This is an optimization exercise on Yosys and OpenROAD, whose aim is small area, a short achievable clock period and few clock cycles, not a production implementation.
RTL that was checked went through simulation tests only; none was proved equivalent to the original.
Power figures rest on the tool's default switching activity, not on a simulated workload.

==> 08-12: inputs <==
Design Processor, start of the top module:
module Processor #(parameter WIDTH = 32) (
    input  logic               i_clk,
    input  logic               i_reset,
    input  logic [WIDTH-1:0]   i_ReadData,
    output logic               o_memwrite,
    output logic [WIDTH-1:0]   o_WriteData,
    output logic [WIDTH-1:0]   o_Address);
    logic [31:0] rf [1:7];
    logic [15:0] pc;         
    logic        e_r, e_ld, e_st, e_bq;    
    logic        e_sub, e_and, e_or, e_slt;
    logic [7:1]  e_we;                     
    logic [31:0] opA, opB;
    logic [15:0] e_tgt;                    
    logic       e_mem;                     
    logic [15:0] ea_lo;
    logic        ea_c;
    Add16 add_ea (.a(opA[15:0]), .b(e_tgt), .cin(1'b0), .s(ea_lo), .cout(ea_c));
    wire [15:0] ea_hi1 = opA[31:16] + 16'd1;
    wire [31:0] ea    = {ea_c ? ea_hi1 : opA[31:16], ea_lo};
    wire [31:0] bop   = opB ^ {32{e_sub}};
    logic [31:0] sum;
    logic        sum_c;
    Add32 add_alu (.a(opA), .b(bop), .cin(e_sub), .s(sum), .cout(sum_c));
    logic [31:0] res;
    always_comb begin
        if (e_and)      res = opA & opB;
        else if (e_or)  res = opA | opB;
  ...
clock: 7.0 ns
lec_check: 0
cap_margin: 20
core_margin: 2
core_utilization: 40
setup_slack_margin: 3.5
slew_margin: 20
synth_hierarchical: 1
synth_minimum_keep_size: 0
run.sh (not shown) runs the stock make flow with config.mk's settings and CLKGATE_MAP_FILE= SYNTH_SCRIPT=/design/flow/synth_recipe.tcl, a recipe that flattens the netlist after the stock synthesis.
==> 05-06 (differences from 08-12) <==
==> flow/design.v (replaced) <==
module Processor #(parameter WIDTH = 32) (
    input  logic               i_clk,
    input  logic               i_reset,
    input  logic [WIDTH-1:0]   i_ReadData,
    output logic               o_memwrite,
    output logic [WIDTH-1:0]   o_WriteData,
    output logic [WIDTH-1:0]   o_Address);
    logic [31:0] rf [1:7];
    logic [15:0] pc;         
    logic        e_r, e_ld, e_st, e_bq;    
    logic        e_sub, e_and, e_or, e_slt;
    logic [2:0]  e_rd;                     
    logic [31:0] opA, opB;
    logic [15:0] e_tgt;                    
    logic       e_mem;                     
    wire [31:0] ea    = opA + {16'd0, e_tgt};
    wire [31:0] bop   = opB ^ {32{e_sub}};
    wire [31:0] sum   = opA + bop + {31'd0, e_sub};
    logic [31:0] res;
    always_comb begin
        if (e_and)      res = opA & opB;
        else if (e_or)  res = opA | opB;
        else if (e_slt) res = {31'd0, sum[31]};
        else            res = sum;
    end
    wire        e_taken = e_bq & (opA == opB);
    wire [31:0] ins   = i_ReadData;
    wire [5:0]  op    = ins[31:26];
    wire [5:0]  funct = ins[5:0];
    wire [15:0] imm   = ins[15:0];
    wire        f_v   = ~e_mem & ~e_taken;
    wire        is_r  = (op == 6'h00);
    wire        is_lb = (op == 6'h20);
    wire        is_sb = (op == 6'h28);
    wire        is_bq = (op == 6'h04);
    wire        is_j  = (op == 6'h02);
    wire [2:0]  ra = ins[23:21];
    wire [2:0]  rb = ins[18:16];
    wire [31:0] rfa = (ra == 3'd0) ? 32'd0 : rf[ra];
    wire [31:0] rfb = (rb == 3'd0) ? 32'd0 : rf[rb];
    wire        fwd_ok = e_r & (e_rd != 3'd0);
    wire [31:0] a = (fwd_ok && ra == e_rd) ? res : rfa;
    wire [31:0] b = (fwd_ok && rb == e_rd) ? res : rfb;
    wire [15:0] pc1 = pc + 16'd1;
    always_ff @(posedge i_clk) begin
        if (i_reset || !f_v) begin
            e_r  <= 1'b0;
            e_ld <= 1'b0;
            e_st <= 1'b0;
            e_bq <= 1'b0;
            e_mem <= 1'b0;
        end else begin
            e_r  <= is_r;
            e_ld <= is_lb;
            e_st <= is_sb;
            e_bq <= is_bq;
            e_mem <= is_lb | is_sb;
        end
    end
    always_ff @(posedge i_clk) begin
        e_sub <= is_r & ((funct == 6'h22) | (funct == 6'h2A));
        e_and <= is_r & (funct == 6'h24);
        e_or  <= is_r & (funct == 6'h25);
        e_slt <= is_r & (funct == 6'h2A);
        e_rd  <= is_r ? ins[13:11] : ins[18:16];
        opA   <= a;
        opB   <= b;
        e_tgt <= (is_lb | is_sb) ? imm : pc1 + imm;
    end
    always_ff @(posedge i_clk) begin
        if (i_reset)      pc <= 16'd0;
        else if (e_taken) pc <= e_tgt;
        else if (e_mem)   pc <= pc;
        else if (is_j)    pc <= imm;
        else              pc <= pc1;
    end
    wire [31:0] wd = e_ld ? ins : res;
    wire        we = (e_r | e_ld) & (e_rd != 3'd0);
    always_ff @(posedge i_clk) begin
        for (int i = 1; i < 8; i++)
            if (we && e_rd == i[2:0]) rf[i] <= wd;
    end
    assign o_memwrite  = e_st;
    assign o_WriteData = opB;
    assign o_Address   = e_mem ? ea : {16'd0, pc};
endmodule
Settings changed: ABC_CLOCK_PERIOD_IN_PS set to 3000, SETUP_SLACK_MARGIN 3.5 to 3.6, SYNTH_HIERARCHICAL 1 to unset, SYNTH_MINIMUM_KEEP_SIZE 0 to unset.
==> notes.md <==
| item | 05-06 | 08-12 |
|---|---|---|
| Clock network power | 2.03 mW | 2.06 mW |
| Count of instances resized after the clock tree is built | 370 | 230 |
| Initial antenna violation count | 2 | 0 |
| Non-Filler Cell Area, Final | 26,300 um^2 | 22,700 um^2 |
| Final total power | 6.29 mW | 5.86 mW |
| Max incr delay on CP | 460 ps | 430 ps |
| Flop-to-flop setup slack | 3290 ps | 2490 ps |
| Final Hold Slack | 516 ps | 488 ps |
| Worst slew margin relative to its limit | 18.7% | 38.3% |
| Fin crit share | 66.1% | 70.7% |
| Fraction of power consumed by the clock network | 32.4% | 35.1% |
| Met1 routing resource usage after global routing | 36.5% | 36.1% |
| Starting density of the core | 40.2% | 40.6% |
| Stages on worst setup path | 15 | 12 |
| Mapped Area | 20,500 um^2 | 18,000 um^2 |
| Slowest stage cell on the critical path | or4b_1 | or3_4 |
| Placed Cells incl. Taps | 2,734 | 2,259 |
| Fraction of layout instances using a drive strength above 1 | 25.2% | 25.3% |
| Area delta synth->final | 28.0% | 26.5% |
| Diode insertion count for antenna repair | 1 | 0 |
| Result of the run | no timing/DRC/antenna violations | no timing/DRC/antenna violations |
| Library cell appearing most often on the critical path | o21ai_2 | and3_4 |
| DRT iter0 DRCs | 1,983 | 1,801 |
No run of this note included a check of the RTL's function; only the layout flow was run.


==> violet <==
Processor, a different RTL version from the one above (not shown whole).
Design Processor, start of the top module:
module Processor #(parameter WIDTH = 32) (
    input  logic               i_clk,
    input  logic               i_reset,
    input  logic [WIDTH-1:0]   i_ReadData,
    output logic               o_memwrite,
    output logic [WIDTH-1:0]   o_WriteData,
    output logic [WIDTH-1:0]   o_Address);
    logic [15:0] pc;         
    logic        mem_ld;     
    logic        mem_st;     
    logic [31:0] ea;         
    logic [2:0]  rt_q;       
    logic [31:0] rf [1:7];
    wire        mem   = mem_ld | mem_st;
    wire [31:0] ins   = i_ReadData;
    wire [5:0]  op    = ins[31:26];
    wire [5:0]  funct = ins[5:0];
    wire [15:0] imm   = ins[15:0];
    wire is_r  = (op == 6'h00);
    wire is_lb = (op == 6'h20);
    wire is_sb = (op == 6'h28);
    wire is_bq = (op == 6'h04);
    wire is_j  = (op == 6'h02);
    wire [2:0]  ra = mem ? rt_q : ins[23:21];
    wire [2:0]  rb = ins[18:16];
    wire [31:0] a  = (ra == 3'd0) ? 32'd0 : rf[ra];
    wire [31:0] b  = (rb == 3'd0) ? 32'd0 : rf[rb];
    wire        f_sub = is_r & ((funct == 6'h22) | (funct == 6'h2A));
    wire        f_and = is_r & (funct == 6'h24);
    wire        f_or  = is_r & (funct == 6'h25);
    wire        f_slt = is_r & (funct == 6'h2A);
    wire [31:0] bop   = is_r ? (b ^ {32{f_sub}}) : {16'd0, imm};
    wire [31:0] sum   = a + bop + {31'd0, f_sub};
    logic [31:0] res;
    always_comb begin
        if (f_and)      res = a & b;
        else if (f_or)  res = a | b;
        else if (f_slt) res = {31'd0, sum[31]};
        else            res = sum;
    end
    wire [15:0] pc1   = pc + 16'd1;
    wire [15:0] btgt  = pc1 + imm;
    wire        taken = is_bq & (a == b);
    always_ff @(posedge i_clk) begin
        if (i_reset) begin
            pc     <= 16'd0;
            mem_ld <= 1'b0;
            mem_st <= 1'b0;
        end else if (mem) begin
            mem_ld <= 1'b0;
            mem_st <= 1'b0;
        end else begin
            mem_ld <= is_lb;
            mem_st <= is_sb;
  ...
==> module Processor, before the edit <==
module Processor #(parameter WIDTH = 32) (
    input  logic               i_clk,
    input  logic               i_reset,
    input  logic [WIDTH-1:0]   i_ReadData,
    output logic               o_memwrite,
    output logic [WIDTH-1:0]   o_WriteData,
    output logic [WIDTH-1:0]   o_Address);
    logic [15:0] pc;         
    logic        mem_ld;     
    logic        mem_st;     
    logic [31:0] ea;         
    logic [2:0]  rt_q;       
    logic [31:0] rf [1:7];
    wire        mem   = mem_ld | mem_st;
    wire [31:0] ins   = i_ReadData;
    wire [5:0]  op    = ins[31:26];
    wire [5:0]  funct = ins[5:0];
    wire [15:0] imm   = ins[15:0];
    wire is_r  = (op == 6'h00);
    wire is_lb = (op == 6'h20);
    wire is_sb = (op == 6'h28);
    wire is_bq = (op == 6'h04);
    wire is_j  = (op == 6'h02);
    wire [2:0]  ra = mem ? rt_q : ins[23:21];
    wire [2:0]  rb = ins[18:16];
    wire [31:0] a  = (ra == 3'd0) ? 32'd0 : rf[ra];
    wire [31:0] b  = (rb == 3'd0) ? 32'd0 : rf[rb];
    wire        f_sub = is_r & ((funct == 6'h22) | (funct == 6'h2A));
    wire        f_and = is_r & (funct == 6'h24);
    wire        f_or  = is_r & (funct == 6'h25);
    wire        f_slt = is_r & (funct == 6'h2A);
    wire [31:0] bop   = is_r ? (b ^ {32{f_sub}}) : {16'd0, imm};
    wire [31:0] sum   = a + bop + {31'd0, f_sub};
    logic [31:0] res;
    always_comb begin
        if (f_and)      res = a & b;
        else if (f_or)  res = a | b;
        else if (f_slt) res = {31'd0, sum[31]};
        else            res = sum;
    end
    wire [15:0] pc1   = pc + 16'd1;
    wire [15:0] btgt  = pc1 + imm;
    wire        taken = is_bq & (a == b);
    always_ff @(posedge i_clk) begin
        if (i_reset) begin
            pc     <= 16'd0;
            mem_ld <= 1'b0;
            mem_st <= 1'b0;
        end else if (mem) begin
            mem_ld <= 1'b0;
            mem_st <= 1'b0;
        end else begin
            mem_ld <= is_lb;
            mem_st <= is_sb;
            if (is_j)       pc <= imm;
            else if (taken) pc <= btgt;
            else            pc <= pc1;
        end
    end
    always_ff @(posedge i_clk) begin
        ea   <= sum;
        rt_q <= ins[18:16];
    end
    wire [2:0]  wa = mem_ld ? rt_q : ins[13:11];
    wire [31:0] wd = mem_ld ? ins : res;
    wire        we = mem_ld | (~mem & is_r);
    always_ff @(posedge i_clk) begin
        for (int i = 1; i < 8; i++)
            if (we && wa == i[2:0]) rf[i] <= wd;
    end
    assign o_memwrite  = mem_st;
    assign o_WriteData = a;
    assign o_Address   = mem ? ea : {16'd0, pc};
endmodule
clock: 7.0 ns
lec_check: 0
cap_margin: 20
core_margin: 2
core_utilization: 40
slew_margin: 20
==> harbor: changes against violet <==
==> flow/design.v (replaced) <==
module Processor #(parameter WIDTH = 32) (
    input  logic               i_clk,
    input  logic               i_reset,
    input  logic [WIDTH-1:0]   i_ReadData,
    output logic               o_memwrite,
    output logic [WIDTH-1:0]   o_WriteData,
    output logic [WIDTH-1:0]   o_Address);
    logic [31:0] rf [1:7];
    logic [15:0] pc;         
    logic        e_r, e_ld, e_st, e_bq;    
    logic        e_sub, e_and, e_or, e_slt;
    logic [2:0]  e_rd;                     
    logic [31:0] opA, opB;
    logic [15:0] e_tgt;                    
    logic       e_mem;                     
    wire [31:0] ea    = opA + {16'd0, e_tgt};
    wire [31:0] bop   = opB ^ {32{e_sub}};
    wire [31:0] sum   = opA + bop + {31'd0, e_sub};
    logic [31:0] res;
    always_comb begin
        if (e_and)      res = opA & opB;
        else if (e_or)  res = opA | opB;
        else if (e_slt) res = {31'd0, sum[31]};
        else            res = sum;
    end
    wire        e_taken = e_bq & (opA == opB);
    wire [31:0] ins   = i_ReadData;
    wire [5:0]  op    = ins[31:26];
    wire [5:0]  funct = ins[5:0];
    wire [15:0] imm   = ins[15:0];
    wire        f_v   = ~e_mem & ~e_taken;
    wire        is_r  = (op == 6'h00);
    wire        is_lb = (op == 6'h20);
    wire        is_sb = (op == 6'h28);
    wire        is_bq = (op == 6'h04);
    wire        is_j  = (op == 6'h02);
    wire [2:0]  ra = ins[23:21];
    wire [2:0]  rb = ins[18:16];
    wire [31:0] rfa = (ra == 3'd0) ? 32'd0 : rf[ra];
    wire [31:0] rfb = (rb == 3'd0) ? 32'd0 : rf[rb];
    wire        fwd_ok = e_r & (e_rd != 3'd0);
    wire [31:0] a = (fwd_ok && ra == e_rd) ? res : rfa;
    wire [31:0] b = (fwd_ok && rb == e_rd) ? res : rfb;
    wire [15:0] pc1 = pc + 16'd1;
    always_ff @(posedge i_clk) begin
        if (i_reset || !f_v) begin
            e_r  <= 1'b0;
            e_ld <= 1'b0;
            e_st <= 1'b0;
            e_bq <= 1'b0;
            e_mem <= 1'b0;
        end else begin
            e_r  <= is_r;
            e_ld <= is_lb;
            e_st <= is_sb;
            e_bq <= is_bq;
            e_mem <= is_lb | is_sb;
        end
    end
    always_ff @(posedge i_clk) begin
        e_sub <= is_r & ((funct == 6'h22) | (funct == 6'h2A));
        e_and <= is_r & (funct == 6'h24);
        e_or  <= is_r & (funct == 6'h25);
        e_slt <= is_r & (funct == 6'h2A);
        e_rd  <= is_r ? ins[13:11] : ins[18:16];
        opA   <= a;
        opB   <= b;
        e_tgt <= (is_lb | is_sb) ? imm : pc1 + imm;
    end
    always_ff @(posedge i_clk) begin
        if (i_reset)      pc <= 16'd0;
        else if (e_taken) pc <= e_tgt;
        else if (e_mem)   pc <= pc;
        else if (is_j)    pc <= imm;
        else              pc <= pc1;
    end
    wire [31:0] wd = e_ld ? ins : res;
    wire        we = (e_r | e_ld) & (e_rd != 3'd0);
    always_ff @(posedge i_clk) begin
        for (int i = 1; i < 8; i++)
            if (we && e_rd == i[2:0]) rf[i] <= wd;
    end
    assign o_memwrite  = e_st;
    assign o_WriteData = opB;
    assign o_Address   = e_mem ? ea : {16'd0, pc};
endmodule
- ABC_CLOCK_PERIOD_IN_PS: not set -> 3500
- SETUP_SLACK_MARGIN: not set -> 3.0
==> cedar: changes against violet <==
==> flow/design.v (replaced) <==
module Processor #(parameter WIDTH = 32) (
    input  logic               i_clk,
    input  logic               i_reset,
    input  logic [WIDTH-1:0]   i_ReadData,
    output logic               o_memwrite,
    output logic [WIDTH-1:0]   o_WriteData,
    output logic [WIDTH-1:0]   o_Address);
    logic [31:0] rf [1:7];
    logic [15:0] pc;         
    logic        e_r, e_ld, e_st, e_bq;    
    logic        e_sub, e_and, e_or, e_slt;
    logic [2:0]  e_rd;                     
    logic [31:0] opA, opB;
    logic [15:0] e_tgt;                    
    wire        e_mem = e_ld | e_st;
    wire [31:0] bop   = e_mem ? {16'd0, e_tgt} : (opB ^ {32{e_sub}});
    wire [31:0] sum   = opA + bop + {31'd0, e_sub};
    logic [31:0] res;
    always_comb begin
        if (e_and)      res = opA & opB;
        else if (e_or)  res = opA | opB;
        else if (e_slt) res = {31'd0, sum[31]};
        else            res = sum;
    end
    wire        e_taken = e_bq & (opA == opB);
    wire [31:0] ins   = i_ReadData;
    wire [5:0]  op    = ins[31:26];
    wire [5:0]  funct = ins[5:0];
    wire [15:0] imm   = ins[15:0];
    wire        f_v   = ~e_mem & ~e_taken;
    wire        is_r  = (op == 6'h00);
    wire        is_lb = (op == 6'h20);
    wire        is_sb = (op == 6'h28);
    wire        is_bq = (op == 6'h04);
    wire        is_j  = (op == 6'h02);
    wire [2:0]  ra = ins[23:21];
    wire [2:0]  rb = ins[18:16];
    wire [31:0] rfa = (ra == 3'd0) ? 32'd0 : rf[ra];
    wire [31:0] rfb = (rb == 3'd0) ? 32'd0 : rf[rb];
    wire        fwd_ok = e_r & (e_rd != 3'd0);
    wire [31:0] a = (fwd_ok && ra == e_rd) ? res : rfa;
    wire [31:0] b = (fwd_ok && rb == e_rd) ? res : rfb;
    wire [15:0] pc1 = pc + 16'd1;
    always_ff @(posedge i_clk) begin
        if (i_reset || !f_v) begin
            e_r  <= 1'b0;
            e_ld <= 1'b0;
            e_st <= 1'b0;
            e_bq <= 1'b0;
        end else begin
            e_r  <= is_r;
            e_ld <= is_lb;
            e_st <= is_sb;
            e_bq <= is_bq;
        end
    end
    always_ff @(posedge i_clk) begin
        e_sub <= is_r & ((funct == 6'h22) | (funct == 6'h2A));
        e_and <= is_r & (funct == 6'h24);
        e_or  <= is_r & (funct == 6'h25);
        e_slt <= is_r & (funct == 6'h2A);
        e_rd  <= is_r ? ins[13:11] : ins[18:16];
        opA   <= a;
        opB   <= b;
        e_tgt <= (is_lb | is_sb) ? imm : pc1 + imm;
    end
    always_ff @(posedge i_clk) begin
        if (i_reset)      pc <= 16'd0;
        else if (e_taken) pc <= e_tgt;
        else if (e_mem)   pc <= pc;
        else if (is_j)    pc <= imm;
        else              pc <= pc1;
    end
    wire [31:0] wd = e_ld ? ins : res;
    wire        we = (e_r | e_ld) & (e_rd != 3'd0);
    always_ff @(posedge i_clk) begin
        for (int i = 1; i < 8; i++)
            if (we && e_rd == i[2:0]) rf[i] <= wd;
    end
    assign o_memwrite  = e_st;
    assign o_WriteData = opB;
    assign o_Address   = e_mem ? sum : {16'd0, pc};
endmodule
- ABC_CLOCK_PERIOD_IN_PS: not set -> 3500
- SETUP_SLACK_MARGIN: not set -> 3.0
==> summary.md <==
After synthesis, the share of cell area in mux cells is 5.49%. The synthesized netlist devotes 4.18% of its cell area to XOR and XNOR gates. The initial antenna violation count is 0.

The run gives 2677 as the filler-free cell count of the finished design. The flow ran to the end and the layout has no timing, DRC or antenna violations. The sequential fraction of total cell area works out to 36.6%. Summing all multi-input logic gate instances after layout gives 9340 sq um.

Portion of the clock cycle consumed by the worst path in the final layout: 89.2%. The floorplan step set the die height to 216 um. Walking the worst path, the cells encountered are clkdlybuf4s50_1, inv_1, o21ai_2, buf_12, and2_1, buf_4, buf_4, a21oi_1, o21ai_0, a21oi_1, or3_1, inv_1, clkdlybuf4s50_1. After synthesis, flip-flops and latches occupy 43.2% of the total area.

The critical path is of the input pin to output pin type.
-- figures above: violet

==> summary.md <==
After routing the design area is 23800 sq um. The flow ran to the end and the layout has no timing, DRC or antenna violations. The initial antenna violation count came out at 1. The total setup buffers inserted after CTS was 57.

After synthesis, flip-flops and latches occupy 44.8% of the total area. For this block, the initial DRC count from the detailed router was 1925. The signal on the critical path passes through or2_4, buf_12, nand2_1, o21ai_0, ha_1, a21oi_1, nand2_1, o31ai_4, buf_4, buf_6, o21ai_4, buf_4, buf_6, a21boi_2, xor2_1, nor2_1, buf_2. The worst setup path is of the flop to output pin kind. The die is 227 um tall. Of the post-synthesis cell area, the part taken by muxes is 8.40%. The finished layout holds 2809 standard cells, fillers aside.

Distinct cell type count of the synthesized netlist: 84. The footprint of the multi-input gates is 10800 sq um. The primary flip-flop cell chosen by synthesis mapping was edfxtp_1. Of the total standard cell area in the layout, the sequential portion is 37.3%.
-- figures above: cedar

==> summary.md <==
Summing all multi-input logic gate instances after layout gives 11500 sq um. The portion of synthesized area spent on multiplexers is 10.3%. The run finished with no timing, DRC or antenna violations.

The number of filler instances in the final layout is 4644. Walking the worst path, the cells encountered are ha_4, inv_2, fa_2, nor2b_2, o21ai_2, a21boi_2, o21a_1, a21o_1, o41ai_4, buf_4, buf_6, or3_1, a21oi_1, buf_2. The worst setup path category is flop to output pin.

The run gives 1 as the initial antenna violation count. In the finished design, the share of the clock period the worst path needs comes to 66.1%. The run gives 2856 as the filler-free cell count of the finished design.

Sequential elements use 43.3% of the synthesized area. Timing would allow up to 0.216 GHz. The sequential fraction of total cell area is 36.4%.
-- figures above: harbor

Testbench counts of violet, summed over its fixed seeds: cycles 29,356.
Only the layout flow was run in harbor and cedar; the RTL was not checked for function there.

-- static timing again, ports no longer ideal --
In the flow no input, the clock included, has a driving cell. The finished layouts below were timed again as built, in two steps.
Step 1 (the two cells are an assumption about what drives the block):
set clk [get_ports {i_clk}]
set_driving_cell -lib_cell sky130_fd_sc_hd__clkbuf_16 $clk
set_driving_cell -lib_cell sky130_fd_sc_hd__buf_2 [delete_from_list [all_inputs] $clk]
Step 2 times the ports against the registers' clock, not the clock port: input delays grow and output delays shrink by t, the midpoint of the rising clock arrivals with the driver on.
Slacks: ideal ports / drivers / drivers and shift; pairs: ideal ports / drivers.
| run | shift t [ns] | setup WS [ns] | worst setup path at the end | clock arrival spread, ns | worst register clock-pin slew, ns |
|---|---|---|---|---|---|
| 08-12 | 0.596 | 2.053 / 1.997 / 2.489 | register to register | 0.024 / 0.024 | 0.06 / 0.06 |
| 05-06 | 0.615 | 2.374 / 2.313 / 2.928 | register to output | 0.018 / 0.019 | 0.06 / 0.06 |
| violet | 0.651 | 0.754 / 0.729 / 0.152 | input to register | 0.032 / 0.031 | 0.07 / 0.07 |
| harbor | 0.611 | 2.375 / 2.313 / 2.534 | input to register | 0.019 / 0.019 | 0.07 / 0.07 |
| cedar | 0.617 | 1.823 / 1.762 / 2.379 | register to output | 0.027 / 0.028 | 0.06 / 0.06 |
After both steps every run listed still meets setup and hold. For violet, which loses most, drivers alone change the setup slack by -0.025 ns; drivers and shift together by -0.602 ns.
